What follows belongs to an exercise in optimizing a design on an open flow for small area and a short achievable clock period; a production flow would make more cautious choices.
In this exercise RTL edits were held to simulation tests only and were not proved equivalent to the original.
No driver is modelled on the clock port, so clocking that relies on it looks cheaper here than on a real chip.

v6:
==> flow/design.v (excerpt) <==
module ram_design(input logic clk,
                  input logic en_a, en_b,  
                  input logic [4:0] addr_a, addr_b,
                  input logic [7:0] data_in_a, data_in_b,
                  output logic [7:0] data_out_a, data_out_b
                  );
export LEC_CHECK = 0
export CAP_MARGIN = 20
export CORE_MARGIN = 2
export CORE_UTILIZATION = 50
export GPL_TIMING_DRIVEN = 0
export SETUP_SLACK_MARGIN = 1.4
export SLEW_MARGIN = 20
export SYNTH_HIERARCHICAL = 1
export SYNTH_MINIMUM_KEEP_SIZE = 0
create_clock -name core_clock -period 3.0 [get_ports {clk}]
standard.sh (not shown) runs the stock make flow with config.mk's settings and CLKGATE_MAP_FILE= SYNTH_SCRIPT=/design/flow/synth_recipe.tcl, a recipe that flattens the netlist after the stock synthesis.
==> flow/flow/run.sh <==
#!/bin/bash
# Own layout flow: the standard flow (standard.sh) with these changes:
#  - Yosys's abc call maps the logic with flow/map.abc (an area-oriented &nf
#    cut mapping) instead of ORFS's abc speed script; registers, names,
#    flattening and renaming are the standard synthesis's;
#  - port buffers are sky130_fd_sc_hd__buf_2 rather than the delay cell
#    buffer_ports picks by default;
#  - CTS uses clkbuf_4/clkbuf_8 and inserts no dummy loads;
#  - after the timing repair of CTS, flow/recover.tcl removes buffers and
#    downsizes cells whose extra drive does not help the worst slack, and
#    after the repair of global routing it downsizes again;
#  - global routing's timing repair aims at a 1.2 ns setup margin rather than
#    config.mk's (which CTS's repair uses).
# Every tool's output stays in orfs/logs; make's own output goes to
# orfs_make.log.
set -euo pipefail
W=$(pwd)
F=$W/flow
{
  echo "proc abc {args} {"
  echo "  set i [lsearch -exact \$args -script]"
  echo "  if {\$i >= 0} { lset args [expr {\$i + 1}] $F/map.abc }"
  echo "  yosys abc {*}\$args"
  echo "}"
  cat "$W/synth_recipe.tcl"
} > "$W/own_synth.tcl"
sed -e "s|SYNTH_SCRIPT=[^ ]*|SYNTH_SCRIPT=$W/own_synth.tcl|" "$W/standard.sh" > "$W/own_standard.sh"
grep -q "SYNTH_SCRIPT=$W/own_synth.tcl" "$W/own_standard.sh"
ARGS=(
  "BUFFER_PORTS_ARGS=-buffer_cell sky130_fd_sc_hd__buf_2"
  "CTS_ARGS=-sink_clustering_enable -repair_clock_nets -dont_use_dummy_load -sink_clustering_size 16 -sink_clustering_max_diameter 80 -buf_list {sky130_fd_sc_hd__clkbuf_4 sky130_fd_sc_hd__clkbuf_8}"
  "POST_CTS_TCL=$F/post_cts.tcl"
  "PRE_GLOBAL_ROUTE_TCL=$F/pre_grt.tcl"
)
# Up to CTS with config.mk's SETUP_SLACK_MARGIN; from global routing on with a
# lower margin (placement parasitics are optimistic, so CTS repair aims higher).
bash "$W/own_standard.sh" "${ARGS[@]}" cts > "$W/orfs_make_cts.log" 2>&1
bash "$W/own_standard.sh" "${ARGS[@]}" SETUP_SLACK_MARGIN=1.2 finish > "$W/orfs_make.log" 2>&1
==> flow/flow/post_cts.tcl <==
# POST_CTS_TCL hook: buffer removal and area recovery on placement parasitics
# after the timing repair of CTS.
source [file join [file dirname [info script]] recover.tcl]
estimate_parasitics -placement
buf_remove_pass -placement
area_recover -placement
==> flow/flow/pre_grt.tcl <==
# PRE_GLOBAL_ROUTE_TCL hook: global_route.tcl calls recover_power_helper between
# global_route -start_incremental and -end_incremental, after its own repair;
# run the area recovery there instead (on global-route parasitics), so the
# nets it touches are routed again.
source [file join [file dirname [info script]] recover.tcl]
proc recover_power_helper { } {
  estimate_parasitics -global_routing
  area_recover -global_routing
}
Other scripts of this flow, unchanged in this note and not shown: flow/flow/map.abc, flow/flow/recover.tcl
What v7 does differently from v6 at the input level:
diff --git a/flow/flow/run.sh b/flow/flow/run.sh
--- a/flow/flow/run.sh
+++ b/flow/flow/run.sh
@@ -8,6 +8,8 @@
 #  - CTS uses clkbuf_4/clkbuf_8 and inserts no dummy loads;
 #  - after the timing repair of CTS, flow/recover.tcl removes buffers and
-#    downsizes cells whose extra drive does not help the worst slack, and
-#    after the repair of global routing it downsizes again;
+#    downsizes cells whose extra drive does not help the worst slack, then a
+#    sizing-only repair aiming at 1.5 ns and another downsizing follow; after
+#    the repair of global routing, a sizing-only repair and a downsizing run
+#    again;
 #  - global routing's timing repair aims at a 1.2 ns setup margin rather than
 #    config.mk's (which CTS's repair uses).
==> flow/flow/post_cts.tcl <==
# POST_CTS_TCL hook: buffer removal and area recovery on placement parasitics
# after the timing repair of CTS, then a sizing-only repair (legalized again)
# and area recovery.
source [file join [file dirname [info script]] recover.tcl]
estimate_parasitics -placement
buf_remove_pass -placement
area_recover -placement
repair_timing -setup -sequence sizeup,swap -setup_margin 1.5
detailed_placement
check_placement
estimate_parasitics -placement
area_recover -placement
==> flow/flow/pre_grt.tcl <==
# PRE_GLOBAL_ROUTE_TCL hook: global_route.tcl calls recover_power_helper between
# global_route -start_incremental and -end_incremental, after its own repair.
# Run instead: a sizing-only repair aiming higher (outside the incremental
# session, as global_route.tcl runs its repair), then, in a new incremental
# session that global_route.tcl closes, legalization and area recovery on
# global-route parasitics.
source [file join [file dirname [info script]] recover.tcl]
proc recover_power_helper { } {
  global_route -end_incremental
  estimate_parasitics -global_routing
  repair_timing -setup -sequence sizeup,swap -setup_margin 1.5
  global_route -start_incremental
  detailed_placement
  estimate_parasitics -global_routing
  area_recover -global_routing
}
--- outcome ---
Portion of the clock cycle consumed by the worst path in the final layout: v7 vs v6 down 2.9 points
Against v6 as the reference, v7 delivers a lower required time at the worst-slack endpoint.
Comparing v7 with v6, the footprint of the flip-flops and latches came out essentially unchanged.
v6 ended up with addr_a[0] as its critical path startpoint; v7 ended up with addr_a[1].
v7 vs v6: final non-filler cell area up by a few percent

[static timing again, ports no longer ideal]
Ports are ideal in the flow. The routed layouts listed here were re-timed in OpenROAD. Step 1 sets driving cells, clkbuf_16 on the clock port and buf_2 on the other inputs (assumed; they add their load-dependent delay and slew). Step 2 times the ports against the registers' clock, not the clock port: input delays grow and output delays shrink by t, the midpoint of the rising clock arrivals with the driver on. a / b / c = ideal ports / drivers / drivers and shift; a / b = the first two.
run	t (ns)	setup WS [ns]	hold slack, ns	slew at the worst register clock pin (ns)	worst data-port slew with drivers (ns)
v6	0.623	1.118 / 1.087 / 0.463	0.287 / 0.267 / 0.511	0.11 / 0.11	0.08
v7	0.621	1.206 / 1.184 / 0.563	0.277 / 0.259 / 0.514	0.11 / 0.11	0.09
After both steps every run listed still meets setup and hold. The setup slack of v6, which loses most, moves by -0.031 ns with the drivers and by -0.655 ns with both steps.
